Context: an optimization exercise on an open-source flow, tuned for a short achievable clock period and few clock cycles. The choices shown serve that exercise and are no tape-out recipe.
Only simulation tests tie the RTL to the original design; equivalence was not proved.

==> flow/design.v <==
module cpu_group #(parameter K = 3) (
    input      [8*K-1:0]      w,       
    input      [16*K+15:0]    pcoh,    
    input      [K-1:0]        blk,     
    input      [K-1:0]        r_sta,   
    input      [8*K-1:0]      r_ins,
    output reg [K-1:0]        v,       
    output reg [15:0]         npc_oh,  
    output reg [16*K-1:0]     sel,     
    output reg [15:0]         stm      
);
    localparam LDA = 4'b0001;
    localparam ADD = 4'b0010;
    localparam OUT = 4'b0011;
    localparam JMP = 4'b0100;
    localparam STA = 4'b0101;
    localparam SUB = 4'b0111;
    reg [K-1:0] jmp, sta, out, rd, haz, last;
    reg [3:0]   n [0:K-1];
    reg [4*K-1:0] pcb;     
    integer     i, j, k;
    always @(*) begin
        for (j = 0; j < K; j = j + 1) begin
            pcb[4*j +: 4] = 4'd0;
            for (k = 0; k < 16; k = k + 1)
                if (pcoh[16*j + k])
                    pcb[4*j +: 4] = pcb[4*j +: 4] | k;
        end
        for (j = 0; j < K; j = j + 1) begin
            n[j]   = w[8*j +: 4];
            jmp[j] = w[8*j+4 +: 4] == JMP;
            sta[j] = w[8*j+4 +: 4] == STA;
            out[j] = w[8*j+4 +: 4] == OUT;
            rd[j]  = w[8*j+4 +: 4] == LDA || w[8*j+4 +: 4] == ADD ||
                     w[8*j+4 +: 4] == SUB;
            sel[16*j +: 16] = 16'd1 << n[j];
        end
        for (j = 0; j < K; j = j + 1) begin
            haz[j] = blk[j];
            for (i = 0; i < K; i = i + 1) begin
                if (rd[j] && r_sta[i] && r_ins[8*i +: 4] == n[j])
                    haz[j] = 1'b1;
                if (i < j) begin
                    if (sta[i] && n[i] == pcb[4*j +: 4])
                        haz[j] = 1'b1;
                    if (sta[i] && rd[j] && n[i] == n[j])
                        haz[j] = 1'b1;
                    if (out[i] && out[j])
                        haz[j] = 1'b1;
                    if (jmp[i])
                        haz[j] = 1'b1;
                end
            end
        end
        for (j = 0; j < K; j = j + 1)
            v[j] = (haz & ((2 << j) - 1)) == 0;
        for (j = 0; j < K; j = j + 1)
            last[j] = v[j] && (j == K - 1 || !v[j+1]);
        npc_oh = v[0] ? 16'd0 : pcoh[15:0];
        stm = 16'd0;
        for (j = 0; j < K; j = j + 1) begin
            if (last[j]) begin
                npc_oh = npc_oh | (jmp[j] ? sel[16*j +: 16] : pcoh[16*(j+1) +: 16]);
            end
            if (v[j] && sta[j])
                stm = stm | sel[16*j +: 16];
        end
    end
endmodule
module cpu(
    input            clk,
    input            rst,
    input            prog_we,
    input      [3:0] prog_addr,
    input      [7:0] prog_data,
    output reg [7:0] output_register,
    output reg       out_valid
);
localparam K = 4;
localparam LDA = 4'b0001;
localparam ADD = 4'b0010;
localparam OUT = 4'b0011;
localparam JMP = 4'b0100;
localparam STA = 4'b0101;
localparam LDI = 4'b0110;
localparam SUB = 4'b0111;
reg  [7:0]   ram [0:15];
wire [127:0] mem;
reg  [7:0]   a_reg;
reg  [16*K+15:0] pcoh;   
reg [K-1:0]    r_v;
reg [8*K-1:0]  r_ins;
reg [16*K-1:0] r_sel;   
reg [16*K-1:0] r_pos;   
reg [16*K-1:0] r_neg;   
reg [K-1:0]    r_stau;  
wire [K-1:0]   r_sta = r_v & r_stau;   
reg [15:0]     r_stm;   
integer        mj;
always @(*) begin
    r_stm = 16'd0;
    for (mj = 0; mj < K; mj = mj + 1)
        if (r_sta[mj])
            r_stm = r_stm | r_sel[16*mj +: 16];
end
reg [K-1:0]    e_v;
reg [16*K-1:0] e_st;    
reg [15:0]     e_stm;   
reg [K-1:0]    e_out;   
reg [K:1]      e_keep;  
reg [8*K+7:0]  e_s, e_c;
reg [2*K+1:0]  e_ci;    
genvar g;
generate
    for (g = 0; g < 16; g = g + 1) begin : mem_rd
        assign mem[8*g +: 8] = ram[g];
    end
endgenerate
reg [8*K+7:0] aval;     
reg [7:0]     ka, cs, cc;
integer       ep;
always @(*) begin
    aval[7:0] = a_reg;
    for (ep = 1; ep <= K; ep = ep + 1) begin
        ka = e_keep[ep] ? a_reg : 8'd0;
        cs = ka ^ e_s[8*ep +: 8] ^ e_c[8*ep +: 8];
        cc = (ka & e_s[8*ep +: 8]) | (ka & e_c[8*ep +: 8]) | (e_s[8*ep +: 8] & e_c[8*ep +: 8]);
        aval[8*ep +: 8] = cs + {cc[6:0], e_ci[2*ep]} + e_ci[2*ep+1];
    end
end
reg       any_out;
reg [7:0] out_val;
integer   oj;
always @(*) begin
    any_out = 1'b0;
    out_val = 8'd0;
    for (oj = 0; oj < K; oj = oj + 1)
        if (e_out[oj]) begin
            any_out = 1'b1;
            out_val = out_val | aval[8*oj +: 8];
        end
end
always @(posedge clk) begin
    if (rst) begin
        a_reg <= 8'd0;
        output_register <= 8'd0;
        out_valid <= 1'b0;
    end else begin
        a_reg <= aval[8*K +: 8];
        out_valid <= any_out;
        if (any_out)
            output_register <= out_val;
    end
end
generate
    for (g = 0; g < 16; g = g + 1) begin : mem_wr
        reg       st;
        reg [7:0] sv;
        integer   wj;
        always @(*) begin
            st = 1'b0;
            sv = 8'd0;
            for (wj = 0; wj < K; wj = wj + 1)
                if (e_st[16*wj + g]) begin
                    st = 1'b1;
                    sv = sv | aval[8*wj +: 8];
                end
        end
        always @(posedge clk) begin
            if (rst) begin
                if (prog_we && prog_addr == g)
                    ram[g] <= prog_data;
            end else if (st) begin
                ram[g] <= sv;
            end
        end
    end
endgenerate
reg [8*K-1:0]   x, t;
reg [K-1:0]     cin;
reg [K:1]       keep_n;
reg [8*K+7:0]   s_n, c_n;
reg [2*K+1:0]   ci_n;
reg [16*K-1:0]  st_n;
reg [15:0]      stm_n;
reg [K-1:0]     out_n;
reg [3:0]       rop;
reg [7:0]       s1, c1, tz;
reg             ld;
integer         ri, rj, rb;
always @(*) begin
    stm_n = 16'd0;
    for (rj = 0; rj < K; rj = rj + 1) begin
        rop = r_ins[8*rj+4 +: 4];
        x[8*rj +: 8] = (rop == LDI) ? {4'b0, r_ins[8*rj +: 4]} : 8'd0;
        for (rb = 0; rb < 16; rb = rb + 1) begin
            if (r_pos[16*rj + rb])
                x[8*rj +: 8] = x[8*rj +: 8] | mem[8*rb +: 8];
            if (r_neg[16*rj + rb])
                x[8*rj +: 8] = x[8*rj +: 8] | ~mem[8*rb +: 8];
        end
        out_n[rj] = r_v[rj] && rop == OUT;
        st_n[16*rj +: 16] = r_sta[rj] ? r_sel[16*rj +: 16] : 16'd0;
        for (ri = 0; ri < K; ri = ri + 1)
            if (ri > rj && r_sta[ri])
                st_n[16*rj +: 16] = st_n[16*rj +: 16] & ~r_sel[16*ri +: 16];
        stm_n = stm_n | st_n[16*rj +: 16];
    end
    s_n[7:0] = 8'd0;
    c_n[7:0] = 8'd0;
    ci_n[1:0] = 2'd0;
    for (rj = 1; rj <= K; rj = rj + 1) begin
        keep_n[rj] = 1'b1;
        t = {8*K{1'b0}};
        cin = {K{1'b0}};
        for (ri = 0; ri < K; ri = ri + 1)
            if (ri < rj && r_v[ri]) begin
                rop = r_ins[8*ri+4 +: 4];
                ld = rop == LDA || rop == LDI;
                if (ld) begin
                    keep_n[rj] = 1'b0;
                    t = {8*K{1'b0}};
                    cin = {K{1'b0}};
                end
                if (ld || rop == ADD || rop == SUB)
                    t[8*ri +: 8] = x[8*ri +: 8];
                if (rop == SUB)
                    cin[ri] = 1'b1;
            end
        if (K == 1) begin
            s1 = t[7:0];
            c1 = 8'd0;
            ci_n[2*rj +: 2] = {1'b0, cin[0]};
        end else if (K == 2) begin
            s1 = t[7:0];
            c1 = t[15:8];
            ci_n[2*rj +: 2] = cin[1:0];
        end else begin
            s1 = t[7:0];
            c1 = t[15:8];
            for (ri = 2; ri < K; ri = ri + 1) begin
                tz = t[8*ri +: 8];
                {s1, c1} = {s1 ^ c1 ^ tz,
                            ((s1 & c1) | (s1 & tz) | (c1 & tz)) << 1 | cin[ri-2]};
            end
            ci_n[2*rj +: 2] = cin[K-1:K-2];
        end
        s_n[8*rj +: 8] = s1;
        c_n[8*rj +: 8] = c1;
    end
end
always @(posedge clk) begin
    if (rst) begin
        e_v    <= {K{1'b0}};
        e_out  <= {K{1'b0}};
        e_st   <= {16*K{1'b0}};
        e_stm  <= 16'd0;
        e_keep <= {K{1'b1}};
        e_s    <= {(8*K+8){1'b0}};
        e_c    <= {(8*K+8){1'b0}};
        e_ci   <= {(2*K+2){1'b0}};
    end else begin
        e_v    <= r_v;
        e_out  <= out_n;
        e_st   <= st_n;
        e_stm  <= stm_n;
        e_keep <= keep_n;
        e_s    <= s_n;
        e_c    <= c_n;
        e_ci   <= ci_n;
    end
end
reg [8*K-1:0] w;
reg [K-1:0]   blk;
integer       fj, fb;
always @(*)
    for (fj = 0; fj < K; fj = fj + 1) begin
        w[8*fj +: 8] = 8'd0;
        for (fb = 0; fb < 16; fb = fb + 1)
            if (pcoh[16*fj + fb])
                w[8*fj +: 8] = w[8*fj +: 8] | mem[8*fb +: 8];
        blk[fj] = |(pcoh[16*fj +: 16] & (r_stm | e_stm));
    end
wire [K-1:0]     fv;
wire [15:0]      npc_oh, stm;
wire [16*K-1:0]  wsel;
cpu_group #(.K(K)) fetch_group (
    .w(w), .pcoh(pcoh), .blk(blk), .r_sta(r_sta), .r_ins(r_ins),
    .v(fv), .npc_oh(npc_oh), .sel(wsel), .stm(stm));
wire [16*K+15:0] pcoh0;
generate
    for (g = 0; g < 16; g = g + 1) begin : reset_pc
        if (g <= K)
            assign pcoh0[16*g +: 16] = 16'd1 << g;
    end
endgenerate
wire [K-1:0]     fv0;
wire [15:0]      npc_oh0, stm0;
wire [16*K-1:0]  wsel0;
cpu_group #(.K(K)) reset_group (
    .w(mem[8*K-1:0]), .pcoh(pcoh0), .blk({K{1'b0}}),
    .r_sta({K{1'b0}}), .r_ins({8*K{1'b0}}),
    .v(fv0), .npc_oh(npc_oh0), .sel(wsel0), .stm(stm0));
wire pre_hit = prog_we && prog_addr < K;
integer pj;
always @(posedge clk) begin
    if (rst) begin
        r_ins <= mem[8*K-1:0];
        r_sel <= wsel0;
        for (pj = 0; pj < K; pj = pj + 1) begin
            r_pos[16*pj +: 16] <= (mem[8*pj+4 +: 4] == LDA || mem[8*pj+4 +: 4] == ADD) ? wsel0[16*pj +: 16] : 16'd0;
            r_neg[16*pj +: 16] <= (mem[8*pj+4 +: 4] == SUB) ? wsel0[16*pj +: 16] : 16'd0;
        end
        if (pre_hit) begin
            pcoh  <= pcoh0;
            r_v   <= {K{1'b0}};
        end else begin
            for (pj = 0; pj <= K; pj = pj + 1)
                pcoh[16*pj +: 16] <= {npc_oh0, npc_oh0} >> (16 - pj);
            r_v   <= fv0;
        end
        for (pj = 0; pj < K; pj = pj + 1)
            r_stau[pj] <= mem[8*pj+4 +: 4] == STA;
    end else begin
        r_ins <= w;
        r_sel <= wsel;
        for (pj = 0; pj < K; pj = pj + 1) begin
            r_pos[16*pj +: 16] <= (w[8*pj+4 +: 4] == LDA || w[8*pj+4 +: 4] == ADD) ? wsel[16*pj +: 16] : 16'd0;
            r_neg[16*pj +: 16] <= (w[8*pj+4 +: 4] == SUB) ? wsel[16*pj +: 16] : 16'd0;
        end
        for (pj = 0; pj <= K; pj = pj + 1)
            pcoh[16*pj +: 16] <= {npc_oh, npc_oh} >> (16 - pj);
        r_v   <= fv;
        for (pj = 0; pj < K; pj = pj + 1)
            r_stau[pj] <= w[8*pj+4 +: 4] == STA;
    end
end
endmodule
Settings: LEC_CHECK=0, ABC_CLOCK_PERIOD_IN_PS=1500, CAP_MARGIN=30, CORE_MARGIN=2, CORE_UTILIZATION=30, SETUP_SLACK_MARGIN=4, SLEW_MARGIN=30; clock period 6.0 ns.
run.sh (not shown) runs the stock make flow with config.mk's settings and CLKGATE_MAP_FILE= SYNTH_SCRIPT=/design/flow/synth_recipe.tcl, a recipe that flattens the netlist after the stock synthesis.
Testbench counts at the start, summed over its fixed seeds: cycles 10,569.
Change:
--- a/flow/design.v
+++ b/flow/design.v
@@ -170,6 +170,8 @@
             if (rst) begin
                 if (prog_we && prog_addr == g)
                     ram[g] <= prog_data;
+            end else if (r_sta[0] && r_sel[g]) begin
+                ram[g] <= aval[8*K +: 8];
             end else if (st) begin
                 ram[g] <= sv;
             end
@@ -200,7 +202,7 @@
                 x[8*rj +: 8] = x[8*rj +: 8] | ~mem[8*rb +: 8];
         end
         out_n[rj] = r_v[rj] && rop == OUT;
-        st_n[16*rj +: 16] = r_sta[rj] ? r_sel[16*rj +: 16] : 16'd0;
+        st_n[16*rj +: 16] = (rj > 0 && r_sta[rj]) ? r_sel[16*rj +: 16] : 16'd0;
         for (ri = 0; ri < K; ri = ri + 1)
             if (ri > rj && r_sta[ri])
                 st_n[16*rj +: 16] = st_n[16*rj +: 16] & ~r_sel[16*ri +: 16];
@@ -285,7 +287,7 @@
 wire [15:0]      npc_oh, stm;
 wire [16*K-1:0]  wsel;
 cpu_group #(.K(K)) fetch_group (
-    .w(w), .pcoh(pcoh), .blk(blk), .r_sta(r_sta), .r_ins(r_ins),
+    .w(w), .pcoh(pcoh), .blk(blk), .r_sta({r_sta[K-1:1], 1'b0}), .r_ins(r_ins),
     .v(fv), .npc_oh(npc_oh), .sel(wsel), .stm(stm));
 wire [16*K+15:0] pcoh0;
 generate
The new run produced a clean layout; clock skew rose by 59 ps; cell count rose slightly; maximum frequency fell by a few percent; cell area fell by a few percent; clock-buffer cell count fell by 16; global-route usage fell by 1.1 points; worst setup slack is worse by 200 ps; synthesized area hardly moves; routed wire length fell by a few percent; via count rose by a few percent.
Testbench counts after the change, summed over its fixed seeds: cycles 10,240.

## port drivers added, routing unchanged
The results above use ideal ports. As a check the final layouts listed here were re-extracted and re-timed, cells and wires unchanged.
Step 1 sets driving cells, clkbuf_16 on the clock port and buf_2 on the other inputs (assumed; they add their load-dependent delay and slew).
Step 2 times the ports against the registers' clock, not the clock port: input delays grow and output delays shrink by t, the midpoint of the rising clock arrivals with the driver on.
Slacks: ideal ports / drivers / drivers and shift; pairs: ideal ports / drivers.
run | t, ns | setup WS [ns] | hold slack, ns | clock arrival spread, ns | worst slew at a driven data input, ns
the first run | 0.758 | 2.393 / 2.393 / 2.206 | 0.443 / 0.443 / 0.443 | 0.057 / 0.058 | 0.30
the second run | 0.803 | 2.193 / 2.193 / 2.193 | 0.468 / 0.468 / 0.468 | 0.116 / 0.116 | 0.23
After both steps every run listed still meets setup and hold. The setup slack of the first run, which loses most, moves by 0.000 ns with the drivers and by -0.187 ns with both steps.
